From an optimization exercise on the open Yosys and OpenROAD flow, aimed at small area and a short achievable clock period; shortcuts taken in it are not production practice.
In this exercise RTL edits were held to simulation tests only and were not proved equivalent to the original.

==> flow/design.v (excerpt) <==
module div_top
(
    input             clk,
    input      [31:0] x,
    input      [31:0] y,
    output reg [31:0] q,
    output reg [31:0] r
);
Size in the first run: about 7000 cells after synthesis, about 130 flip-flops, roughly 130 I/O pins.
==> flow/config.mk <==
export PLATFORM = sky130hd
export DESIGN_NAME = div_top
export DESIGN_NICKNAME = div_top
export VERILOG_FILES = /design/flow/design.v
export SDC_FILE = /design/flow/constraint.sdc
export NUM_CORES = 4
export LEC_CHECK = 0
export ABC_AREA = 1
export CAP_MARGIN = 20
export CORE_MARGIN = 2
export CORE_UTILIZATION = 50
export CTS_CLUSTER_DIAMETER = 50
export CTS_CLUSTER_SIZE = 15
export SLEW_MARGIN = 20
export SYNTH_HIERARCHICAL = 1
export TNS_END_PERCENT = 0
==> flow/constraint.sdc <==
create_clock -name core_clock -period 110.0 [get_ports {clk}]
set_input_delay 22.0000 -clock core_clock [delete_from_list [all_inputs] [get_ports {clk}]]
set_output_delay 22.0000 -clock core_clock [all_outputs]
set_load 0.01 [all_outputs]
standard.sh (not shown) runs the stock make flow with config.mk's settings and CLKGATE_MAP_FILE= SYNTH_SCRIPT=/design/flow/synth_recipe.tcl, a recipe that flattens the netlist after the stock synthesis.
==> flow/flow/run.sh <==
#!/bin/bash
set -euo pipefail
bash standard.sh SETUP_SLACK_MARGIN=46 SKIP_GATE_CLONING=1 SKIP_PIN_SWAP=1 finish > standard_flow.log 2>&1
The starting point completed without violations.
Next try:
==> flow/flow/run.sh (replaced) <==
#!/bin/bash
set -euo pipefail
bash standard.sh SETUP_SLACK_MARGIN=43 finish > standard_flow.log 2>&1
TNS_END_PERCENT = unset   (was 0)
Result:
- worst setup slack got worse by 2.5 ns
- maximum frequency decreases by a few percent
- final area decreases by a few percent
- final cell count went down slightly
Next try:
ABC_AREA = unset   (was 1)
=> The new run went through all stages and came out clean; global-route usage came out lower by 0.54 points; sequential share of layout area shrinks by 0.28 points; final area went up by a few percent; sequential cell count is unchanged; hold slack gains 0.0049 ns; critical path depth decreases by 48; maximum frequency fell by a few percent; wire length went down slightly; worst setup slack degrades by 2.2 ns.
Next try:
==> flow/flow/run.sh (replaced) <==
#!/bin/bash
set -euo pipefail
bash standard.sh SETUP_SLACK_MARGIN=43 SKIP_GATE_CLONING=1 SKIP_PIN_SWAP=1 finish > standard_flow.log 2>&1
ABC_AREA = 1   (was unset)
TNS_END_PERCENT = 0   (was unset)
Effect: Routed wire length is about the same. Utilization shrinks by 5.4 points.
Next try:
==> flow/run.sh (new file) <==
#!/bin/bash
# synth_recipe.tcl (not shown) runs the flow's synth.tcl, then flattens the netlist and writes it again
# the make line also repeats each setting of config.mk as NAME=value (left out here)
make -C /OpenROAD-flow-scripts/flow DESIGN_CONFIG=/design/flow/config.mk WORK_HOME=/design/flow/orfs CLKGATE_MAP_FILE= SYNTH_SCRIPT=/design/flow/synth_recipe.tcl finish
ABC_AREA = unset   (was 1)
SYNTH_HIERARCHICAL = unset   (was 1)
TNS_END_PERCENT = unset   (was 0)
removed: flow/flow/run.sh
removed: flow/standard.sh
The new run passed the timing, DRC and antenna checks; worst hold slack improved by 0.070 ns; final cell count came out lower by about a fifth.
Next try:
==> flow/flow/run.sh (new file) <==
#!/bin/bash
set -euo pipefail
bash standard.sh SETUP_SLACK_MARGIN=43 SKIP_GATE_CLONING=1 SKIP_PIN_SWAP=1 finish > standard_flow.log 2>&1
==> flow/standard.sh (new file) <==
#!/bin/bash
# synth_recipe.tcl (not shown) runs the flow's synth.tcl, then flattens the netlist and writes it again
# the make line also repeats each setting of config.mk as NAME=value (left out here)
make -C /OpenROAD-flow-scripts/flow DESIGN_CONFIG=/design/flow/config.mk WORK_HOME=/design/flow/orfs CLKGATE_MAP_FILE= SYNTH_SCRIPT=/design/flow/synth_recipe.tcl "${@:-finish}"
ABC_AREA = 1   (was unset)
CORE_UTILIZATION = 65   (was 50)
PLACE_DENSITY = 0.75   (was unset)
SYNTH_HIERARCHICAL = 1   (was unset)
removed: flow/run.sh
Die area is lower by about a fifth.
Hold slack gets worse by 0.13 ns.
Worst setup slack gets better by 23 ns.
Routed wire length is higher by a few percent.

div_top, a different RTL version from the one above (not shown whole).
For scale: ~7000 cells after synthesis, ~130 flip-flops, ~130 I/O pins.
export LEC_CHECK = 0
export ABC_AREA = 1
export CAP_MARGIN = 35
export CORE_MARGIN = 2
export CORE_UTILIZATION = 50
export CTS_CLUSTER_DIAMETER = 50
export CTS_CLUSTER_SIZE = 15
export SLEW_MARGIN = 35
export SYNTH_HIERARCHICAL = 1
create_clock -name core_clock -period 110.0 [get_ports {clk}]
==> flow/flow/run.sh <==
#!/bin/bash
set -euo pipefail
bash standard.sh SETUP_SLACK_MARGIN=53 SKIP_GATE_CLONING=1 SKIP_PIN_SWAP=1 finish > standard_flow.log 2>&1
The starting point finished clean.
Edit:
==> flow/flow/run.sh (replaced) <==
#!/bin/bash
set -euo pipefail
bash standard.sh SETUP_SLACK_MARGIN=47 SKIP_GATE_CLONING=1 SKIP_PIN_SWAP=1 finish > standard_flow.log 2>&1
--- a/flow/config.mk
+++ b/flow/config.mk
@@ -8,3 +8,3 @@
 export ABC_AREA = 1
-export CAP_MARGIN = 35
+export CAP_MARGIN = 20
 export CORE_MARGIN = 2
@@ -13,3 +13,3 @@
 export CTS_CLUSTER_SIZE = 15
-export SLEW_MARGIN = 35
+export SLEW_MARGIN = 20
 export SYNTH_HIERARCHICAL = 1
Result: The changed run completed without violations; global-route usage shrinks by 1.8 points; die area is unchanged; final area goes down by roughly a tenth; core utilization drops by 8.0 points; synthesized area does not change; fmax decreases by a few percent; clock skew came out lower by 4.0 ps; via count falls by a few percent; routed wire length went down by a little under a tenth; register-to-register slack gets worse by 2400 ps.
Edit:
==> flow/flow/run.sh (replaced) <==
#!/bin/bash
set -euo pipefail
bash standard.sh SETUP_SLACK_MARGIN=46 SKIP_GATE_CLONING=1 SKIP_PIN_SWAP=1 finish > standard_flow.log 2>&1
Result:
- wire length drops slightly
- worst hold slack loses 3.1 ps
- cell count drops slightly
- first-iteration DRC count drops by a few percent
- sequential share of layout area stays flat
- design area drops slightly
- clock skew is about the same
- maximum frequency drops slightly
- setup slack loses 680 ps
- flip-flop and latch count is unchanged
Edit:
==> flow/flow/run.sh (replaced) <==
#!/bin/bash
set -euo pipefail
bash standard.sh SETUP_SLACK_MARGIN=48 SKIP_GATE_CLONING=1 SKIP_PIN_SWAP=1 finish > standard_flow.log 2>&1
Effect:
- core utilization rises by 1.2 points
- final area increases by 2.1%
- worst setup slack improves by 1500 ps
- via count grows by 1.1%

Another version of the RTL of div_top (not shown whole).
For scale: ~130 flip-flops, ~130 I/O pins.
Design div_top, start of the top module:
module div_top
(
    input             clk,
    input      [31:0] x,
    input      [31:0] y,
    output reg [31:0] q,
    output reg [31:0] r
);
clock: 110.0 ns
lec_check: 0
abc_area: 1
cap_margin: 20
core_margin: 2
core_utilization: 50
cts_cluster_diameter: 50
cts_cluster_size: 15
slew_margin: 20
synth_hierarchical: 1
run.sh (not shown) runs the stock make flow with config.mk's settings and CLKGATE_MAP_FILE= SYNTH_SCRIPT=/design/flow/synth_recipe.tcl, a recipe that flattens the netlist after the stock synthesis.
Stock flow here: none of the scripts above is used.
Rerun with:
==> flow/flow/run.sh (new file) <==
#!/bin/bash
set -euo pipefail
bash standard.sh SETUP_SLACK_MARGIN=46 finish > standard_flow.log 2>&1
==> flow/standard.sh (new file) <==
#!/bin/bash
# synth_recipe.tcl (not shown) runs the flow's synth.tcl, then flattens the netlist and writes it again
# the make line also repeats each setting of config.mk as NAME=value (left out here)
make -C /OpenROAD-flow-scripts/flow DESIGN_CONFIG=/design/flow/config.mk WORK_HOME=/design/flow/orfs CLKGATE_MAP_FILE= SYNTH_SCRIPT=/design/flow/synth_recipe.tcl "${@:-finish}"
removed: flow/run.sh
Outcome: Core utilization came out higher by 4.9 points. Setup slack improved by 16 ns. Routed wire length came out higher by a little under a tenth. Die area does not change. Global-route usage came out higher by 1.4 points.

RTL: one of the versions met above, not the one the previous note started from.
Size: about 7000 cells after synthesis, roughly 130 flip-flops, ~130 I/O pins, ~49000 sq um of cells after synthesis.
clock: 110.0 ns
lec_check: 0
abc_area: 1
cap_margin: 20
core_margin: 2
core_utilization: 50
cts_cluster_diameter: 50
cts_cluster_size: 15
slew_margin: 20
synth_hierarchical: 1
standard.sh (not shown) runs the stock make flow with config.mk's settings and CLKGATE_MAP_FILE= SYNTH_SCRIPT=/design/flow/synth_recipe.tcl, a recipe that flattens the netlist after the stock synthesis.
==> flow/flow/run.sh <==
#!/bin/bash
set -euo pipefail
bash standard.sh SETUP_SLACK_MARGIN=46 finish > standard_flow.log 2>&1
==> next run, changes <==
==> flow/flow/run.sh (replaced) <==
#!/bin/bash
set -euo pipefail
bash standard.sh SETUP_SLACK_MARGIN=40 finish > standard_flow.log 2>&1
The changed run completed without violations.
Register-to-register slack got worse by 4.7 ns.
Area after synthesis is unchanged.
Hold slack improved by 0.012 ns.
==> next run, changes <==
==> flow/flow/run.sh (replaced) <==
#!/bin/bash
set -euo pipefail
bash standard.sh SETUP_SLACK_MARGIN=49 SKIP_GATE_CLONING=1 SKIP_PIN_SWAP=1 finish > standard_flow.log 2>&1
=>
- This time the run produced a layout that fails on capacitance limit, slew limit
- register-to-register slack improves by 6.7 ns
- routed wire length climbs by about 4%
- final cell count climbs by 4.0%
- via count climbs by about 5%

[static timing again, ports no longer ideal]
How much do the figures lean on ideal ports? The routed layouts below were timed once more, with nothing changed but the port constraints.
Step 1 sets driving cells, clkbuf_16 on the clock port and buf_2 on the other inputs (assumed; they add their load-dependent delay and slew).
Step 2 moves the port delays by t, midway between the first and last clock arrival at a register: inputs arrive t later, outputs are due t later. That takes back most of the time a late clock gives input paths.
Slacks: ideal ports / drivers / drivers and shift; pairs: ideal ports / drivers.
run	t, ns	setup WS [ns]	hold WS [ns]
the first run of note 1	0.558	49.434 / 49.434 / 49.434	0.804 / 0.804 / 0.804
the second run of note 1	0.557	46.983 / 46.983 / 46.983	0.808 / 0.808 / 0.808
the third run of note 1	0.585	44.778 / 44.778 / 44.778	0.812 / 0.812 / 0.812
the fourth run of note 1	0.551	46.840 / 46.840 / 46.840	0.798 / 0.798 / 0.798
the fifth run of note 1	0.574	23.344 / 23.344 / 23.344	0.868 / 0.868 / 0.868
the sixth run of note 1	0.571	46.083 / 46.083 / 46.083	0.734 / 0.734 / 0.734
the first run of note 2	0.500	52.573 / 52.573 / 52.573	0.800 / 0.800 / 0.800
the second run of note 2	0.496	50.151 / 50.151 / 50.151	0.920 / 0.920 / 0.920
the third run of note 2	0.496	49.474 / 49.474 / 49.474	0.917 / 0.917 / 0.917
the fourth run of note 2	0.496	50.973 / 50.973 / 50.973	0.907 / 0.907 / 0.907
the first run of note 3	0.540	33.154 / 33.154 / 33.154	1.116 / 1.116 / 1.116
the second run of note 3	0.551	48.907 / 48.907 / 48.907	1.110 / 1.110 / 1.110
the first run of note 4	0.556	49.181 / 49.181 / 49.181	0.800 / 0.800 / 0.800
the second run of note 4	0.554	44.468 / 44.468 / 44.468	0.812 / 0.812 / 0.812
the third run of note 4	0.554	51.201 / 51.201 / 51.201	0.867 / 0.867 / 0.867
